From an optimization exercise on the open Yosys and OpenROAD flow, aimed at small area, a short achievable clock period and few clock cycles; shortcuts taken in it are not production practice.
Only simulation tests tie the RTL to the original design; equivalence was not proved.
Power figures rest on the tool's default switching activity, not on a simulated workload.

File: flow/config.mk
export PLATFORM = sky130hd
export DESIGN_NAME = zeus_cpu
export DESIGN_NICKNAME = zeus_cpu
export VERILOG_FILES = /design/flow/design.v
export SDC_FILE = /design/flow/constraint.sdc
export NUM_CORES = 4
export LEC_CHECK = 0
export CAP_MARGIN = 20
export CORE_MARGIN = 2
export CORE_UTILIZATION = 40
export SLEW_MARGIN = 20
File: flow/constraint.sdc
create_clock -name core_clock -period 105.0 [get_ports {clk}]
set_input_delay 21.0000 -clock core_clock [delete_from_list [all_inputs] [get_ports {clk}]]
set_output_delay 21.0000 -clock core_clock [all_outputs]
set_load 0.01 [all_outputs]
File: flow/design.v
module zeus_cpu (
	input         clk,
	input         rst,
	input  [15:0] entrada,
	input         confirma_bt,
	output [7:0]  imem_addr,
	input  [31:0] imem_rdata,
	output [7:0]  dmem_addr,
	output [31:0] dmem_wdata,
	output        dmem_we,
	output        dmem_re,
	input  [31:0] dmem_rdata,
	output        out_valid,
	output [31:0] out_data,
	output        halted
);
localparam [31:0] NOP = 32'hFC000000;
reg  [7:0]  pc;           
reg  [31:0] ir;           
reg         halted_r;
reg  [31:0] rf [0:31];
reg         busy;
reg  [2:0]  cnt;
reg  [31:0] acc;          
reg  [31:0] qr;           
wire [5:0] op    = ir[31:26];
wire [4:0] rs_a  = ir[25:21];
wire [4:0] rt_a  = ir[20:16];
wire [4:0] rd_a  = ir[15:11];
wire [5:0] funct = ir[5:0];
wire [15:0] imm  = ir[15:0];
wire [31:0] rs_v = rf[rs_a];
wire [31:0] rt_v = rf[rt_a];
wire op_r    = (op == 6'd0);
wire op_addi = (op == 6'd1);
wire op_beq  = (op == 6'd2) | (op == 6'd3);
wire op_lw   = (op == 6'd6);
wire op_sw   = (op == 6'd7);
wire op_j    = (op == 6'd8);
wire op_jr   = (op == 6'd10) | (op == 6'd16) | (op == 6'd17);
wire op_in   = (op == 6'd11);
wire op_out  = (op == 6'd12);
wire op_dly  = (op == 6'd13);
wire op_rec  = (op == 6'd18);
wire op_halt = (op == 6'd19);
wire f_and = op_r & (funct == 6'd2);
wire f_div = (funct == 6'd3) | (funct == 6'd4);
wire f_mul = (funct == 6'd5);
wire f_nor = op_r & (funct == 6'd6);
wire f_xor = op_r & (funct == 6'd7);
wire f_or  = op_r & (funct == 6'd8);
wire f_slt = op_r & (funct == 6'd9);
wire f_sub = (funct == 6'd10) | (funct == 6'd11);
wire is_div = op_r & f_div;
wire is_mul = op_r & f_mul;
wire do_sub = (op_r & (f_sub | f_slt)) | op_beq;
wire [31:0] b_op = (op_addi | op_lw | op_sw) ? {16'd0, imm} : rt_v;
wire [32:0] sum  = {1'b0, rs_v} + {1'b0, b_op ^ {32{do_sub}}} + {32'd0, do_sub};
wire sum_zero = (sum[31:0] == 32'd0);
reg [31:0] alu_res;
always @* begin
	if (f_and)      alu_res = rs_v & rt_v;
	else if (f_nor) alu_res = ~(rs_v | rt_v);
	else if (f_xor) alu_res = rs_v ^ rt_v;
	else if (f_or)  alu_res = rs_v | rt_v;
	else if (f_slt) alu_res = {31'd0, ~sum[32]};
	else            alu_res = sum[31:0];
end
function [3:0] hinib;   
	input [31:0] v;
	begin
		if      (v[31:28] != 0) hinib = 4'd7;
		else if (v[27:24] != 0) hinib = 4'd6;
		else if (v[23:20] != 0) hinib = 4'd5;
		else if (v[19:16] != 0) hinib = 4'd4;
		else if (v[15:12] != 0) hinib = 4'd3;
		else if (v[11:8]  != 0) hinib = 4'd2;
		else if (v[7:4]   != 0) hinib = 4'd1;
		else if (v[3:0]   != 0) hinib = 4'd0;
		else                    hinib = 4'd8;
	end
endfunction
wire [3:0] hn_s = hinib(rs_v);
wire [3:0] hn_t = hinib(rt_v);
wire [2:0] hm_s  = hn_s[3] ? 3'd0 : hn_s[2:0];
wire [2:0] hm_t  = hn_t[3] ? 3'd0 : hn_t[2:0];
wire       swap  = (hm_s < hm_t);           
wire [31:0] mcand = swap ? rt_v : rs_v;
wire [31:0] mplier = swap ? rs_v : rt_v;
wire [2:0] hn_m  = swap ? hm_s : hm_t;
wire       dzero = hn_t[3];
wire [2:0] kq    = dzero ? 3'd0 : ~hn_t[2:0];    
wire [2:0] c = busy ? cnt : (is_mul ? hn_m : kq);
reg [3:0] nib_m, nib_a;
always @* begin
	case (c)
		3'd0: begin nib_m = mplier[3:0];   nib_a = rs_v[3:0];   end
		3'd1: begin nib_m = mplier[7:4];   nib_a = rs_v[7:4];   end
		3'd2: begin nib_m = mplier[11:8];  nib_a = rs_v[11:8];  end
		3'd3: begin nib_m = mplier[15:12]; nib_a = rs_v[15:12]; end
		3'd4: begin nib_m = mplier[19:16]; nib_a = rs_v[19:16]; end
		3'd5: begin nib_m = mplier[23:20]; nib_a = rs_v[23:20]; end
		3'd6: begin nib_m = mplier[27:24]; nib_a = rs_v[27:24]; end
		default: begin nib_m = mplier[31:28]; nib_a = rs_v[31:28]; end
	endcase
end
wire [31:0] p_in = busy ? acc : 32'd0;
wire [31:0] p_next = (p_in << 4)
	+ (nib_m[0] ? mcand : 32'd0)
	+ (nib_m[1] ? {mcand[30:0], 1'b0} : 32'd0)
	+ (nib_m[2] ? {mcand[29:0], 2'b0} : 32'd0)
	+ (nib_m[3] ? {mcand[28:0], 3'b0} : 32'd0);
reg [31:0] r_init;
always @* begin
	case (kq)
		3'd0: r_init = rs_v >> 4;
		3'd1: r_init = rs_v >> 8;
		3'd2: r_init = rs_v >> 12;
		3'd3: r_init = rs_v >> 16;
		3'd4: r_init = rs_v >> 20;
		3'd5: r_init = rs_v >> 24;
		3'd6: r_init = rs_v >> 28;
		default: r_init = 32'd0;
	endcase
end
wire [31:0] r_in = busy ? acc : r_init;
reg [31:0] rr;
reg [3:0]  qn;
reg [32:0] dx, dt;
integer k;
always @* begin
	rr = r_in;
	for (k = 3; k >= 0; k = k - 1) begin
		dx = {rr, nib_a[k]};
		dt = dx - {1'b0, rt_v};
		qn[k] = ~dt[32];
		rr = dt[32] ? dx[31:0] : dt[31:0];
	end
end
wire [31:0] q_next = busy ? {qr[27:0], qn} : {28'd0, qn};
wire [31:0] div_res = dzero ? 32'hFFFFFFFF : q_next;
wire md_more = (is_mul | is_div) & (c != 3'd0);
wire stall = md_more | (op_dly & ~confirma_bt);
wire taken = (op_beq | op_j) & sum_zero;
always @(posedge clk) begin
	if (rst) begin
		pc       <= 8'd0;
		ir       <= NOP;
		halted_r <= 1'b0;
		busy     <= 1'b0;
	end else begin
		if (!halted_r && !stall) begin
			pc <= op_jr ? rs_v[7:0] : (taken ? imm[7:0] : pc + 8'd1);
			ir <= op_halt ? NOP : imem_rdata;
			if (op_halt) halted_r <= 1'b1;
		end
		busy <= md_more;
		if (md_more) begin
			cnt <= c - 3'd1;
			acc <= is_mul ? p_next : rr;
			qr  <= q_next;
		end
	end
end
wire [4:0] wa = op_r ? rd_a : rt_a;
wire we = ((op_r & ~md_more) | op_addi | op_lw | op_in | op_rec);
reg [31:0] wd;
always @* begin
	if (op_lw)        wd = dmem_rdata;
	else if (op_in)   wd = {16'd0, entrada};
	else if (op_rec)  wd = 32'd0;
	else if (is_mul)  wd = p_next;
	else if (is_div)  wd = div_res;
	else              wd = alu_res;
end
always @(posedge clk)
	if (we) rf[wa] <= wd;
assign imem_addr  = pc;
assign dmem_addr  = sum[7:0];
assign dmem_wdata = rt_v;
assign dmem_we    = op_sw & ~rst;
assign dmem_re    = 1'b1;
assign out_valid  = op_out & ~rst;
assign out_data   = rs_v;
assign halted     = halted_r;
endmodule
File: flow/run.sh
#!/bin/bash
# synth_recipe.tcl (not shown) runs the flow's synth.tcl, then flattens the netlist and writes it again
# the make line also repeats each setting of config.mk as NAME=value (left out here)
make -C /OpenROAD-flow-scripts/flow DESIGN_CONFIG=/design/flow/config.mk WORK_HOME=/design/flow/orfs CLKGATE_MAP_FILE= SYNTH_SCRIPT=/design/flow/synth_recipe.tcl finish
==> out/metrics.yaml <==
floorplanning:
  start_util_pct: 40.1
  die_area_um2: 182000
  placementRows: 155
  die_w_um: 426
  fp.coreArea_um2: 178000
  io_pins: 167
  die_h_um: 426
clock_network:
  cts_tree: "yes"
  cts_root_buf: "clkbuf_16"
  cts_hold_buf: 0
  cts_resized: 0
  clockBufferDepth: 3
  clock_sinks: 1139
  worstSkewPairLatency_ps: 780
  clk_pin_slew_worst_paths_ps: 60
  h-tree-depth: 3
  numCtsBuffers: 120
  cts_setup_buffers: 0
synth:
  ys_types: 104
  synth_common_cells: "1087 x edfxtp_1, 465 x mux4_2, 406 x nand2_1"
  ys_async_sr_fraction_pct: 0
  postSynthCellCount: 5646
  ys_seq_area_share_pct: 47.2
  yosysTopAreaCell: "edfxtp_1"
  ys.warnings.count: 1
  synth_area_leaders: "edfxtp_1 46%, mux4_2 15%, ha_1 4.6%"
  syn-num-nets: 6081
  syn_area_per_cell_um2: 12.6
  synth_edf_count: 1087
  syn-cell-area_um2: 71400
  synth_seq_cells: 1139
  ys.flop_type: "edfxtp_1"
  yosysMostFrequentCell: "edfxtp_1"
  synth_top_area_share_pct: 45.7
sta:
  tightest_slew_ps: 1210
  hold_viol: 0
  rsz0062_at_grt: "no"
  min_period_ps: 43350
  fin_setup_tns_ps: 0
  maxSlewViolCount: 0
  maxSlewHeadroom_pct: 18.9
  period_share_pct: 41.3
  setup_viol: 0
  fmax_mhz: 23.1
  finClkSkew_ps: 93.8
job:
  max_cap_violations: 0
global_routing:
  grt.total_usage_pct: 28.4
  gr-total-overflow: 0
  grt_pass1_vias: 52600
  grt_pass1_wl_um: 372000
  grt_antenna_before_repair: 10
  grt_max_degree: 100
critical_path:
  critical_path_class: "in -> out"
  startpoint_type: "input port"
  end_kind: "primary output"
  crit_family: "buffers and inverters"
  cpMaxStageDelayCell: "clkdlybuf4s50_1"
  crit_chain: "buf_2 -> buf_4 -> nor4_1 -> clkdlybuf4s50_1"
  slowest_delay_ps: 610
  required_ps: 84000
  r2r_cells: 85
  cp_max_fo: 46
  r2r_setup_slack_ps: 77660
  critPathArrivalTime_ps: 22350
  cp.buffers_inverters: 3
  r2r-end: "rf[12][0]$_DFFE_PP_"
pwr:
  pwr_density_cell_nw_per_um2: 21.9
  ir_worst_vdd_uv: 20.9
  power_w: 0.00176
  leakage_nw: 27.8
hold_path:
  hold_depth: 2
  hold_start: "ir[23]$_SDFFE_PP0P_"
  hold_class: "reg -> reg"
placement:
  io_buffers: 165
  hpwl_um: 176000
  gp_congestion: 0.965
  placed_area_um2: 76400
outcome:
  status: "complete, no violations"
route:
  drt_iter0_drc: 6672
  routed_via_density: 6.48
  vias: 53400
  firstDrtPassIters: 6
  routed_wl_um: 263000
  drc: 0
  drtAntennaViolNets: 0
  wl_per_cell_um: 31.9
finish:
  fin_area_um2: 80300
  area_growth_pct: 12.5
  final_layout_size_suffix_gt1_share_pct: 17.7
  nets: 6218
-- state kept, by name (all words and copies together) (netlist names), named ones only --
name	flops
rf	1024
acc	32
ir	32
qr	28
pc	8
cnt	3
busy	1
halted_r	1
-- per-stage QoR --
stage	util (%)	worst slack (ps)	std cells	hold slack (ps)
2_1_floorplan	-	62170	5646	429
3_3_place_gp	42.9	61710	8014	445
3_5_place_dp	42.9	61640	8016	438
4_1_cts	45.2	61640	8240	422
5_1_grt	45.2	61580	8241	470
6_report	45.2	61650	8242	423
-- metal layers --
layer	routed length, um	GRT usage (%)
met1	98500	36.4
met2	121000	45.3
met3	27900	6.35
met4	15500	14.4
met5	13	0
-- power breakdown --
group	leakage [nW]	switching, W	internal, W
Combinational	15.7	0.000477	0.000276
Sequential	10.2	0.00000393	0.000579
Clock	1.90	0.000187	0.000239
-- cell type report --
cell class                 count  area, um2
timing repair buffer         360       3130
fill                       15900      97500
clock inverter                80        782
tap                         2355       2950
clock buffer                 144       3160
inverter                     219        825
multi-input combinational   3943      35800
antenna                        2       5.00
sequential                  1139      33700
-- worst max path at each step --
stage                     slack (ps)   endpoint  from  cells after the start
after global routing           61580  out_valid   rst                      4
final                          61650  out_valid   rst                      4
after global placement         61710  out_valid   rst                      4
after CTS                      61640  out_valid   rst                      4
after detailed placement       61640  out_valid   rst                      4
after floorplan                62170    dmem_we   rst                      3
-- cell families (layout without fill, tap and decap cells) --
family                   Yosys count  count (layout)  synth area share (%)
XOR/XNOR                         202             202                  2.50
AND/OR/NAND/NOR                 1358            1358                  8.97
flip-flops                      1139            1139                  47.2
buffers and inverters            564             803                  3.43
multiplexers                     804             804                  19.5
other                              1               3               0.00525
AO/OA/AOI/OAI                   1226            1226                  11.3
adder cells (fa/ha/maj)          352             352                  7.12
-- tightest hold or removal path: cells and delay by family (launching register included) --
family	cells	cell delay, ps
simple gates	1	50
compound gates	1	70
flops	1	300
-- layout by cell type (no fill, tap or decap), types with 38 or more instances in the layout --
cell and instances:
clkbuf_16 123, o21a_1 48, and2_1 42, ha_1 262, mux4_2 465, clkdlybuf4s50_1 164, o21ai_0 242, inv_1 210
nand3_1 133, a21o_1 69, nor2_1 352, edfxtp_1 1087, a21oi_1 304, nand2_1 406, mux2i_1 280, xor2_1 55
nand2b_1 38, a22oi_1 163, mux2_2 53, xnor2_1 143, o211ai_1 45, fa_1 90, dfxtp_1 42, buf_4 192
nor3_1 99
Testbench counts, summed over its fixed seeds: cycles 53,373.

re-timing with driven ports:
Ports are ideal in the flow. The routed layout listed here was re-timed in OpenROAD.
Step 1: set_driving_cell puts a clkbuf_16 on clk and a buf_2 on each other input, an assumption about the parent block.
Step 2 also shifts input and output timing later by t, the mid clock arrival at the registers, as if the neighbouring blocks saw the same clock.
Three values: ideal, step 1, step 2; two values: the first two.
shift t [ns]: 0.817
setup slack, ns: 61.650 / 61.628 / 61.628
worst hold slack (ns): 0.423 / 0.423 / 0.423
worst register clock-pin slew, ns: 0.07 / 0.07
After both steps this run still meets setup and hold. The setup slack of this run moves by -0.022 ns with the drivers and by -0.022 ns with both steps.
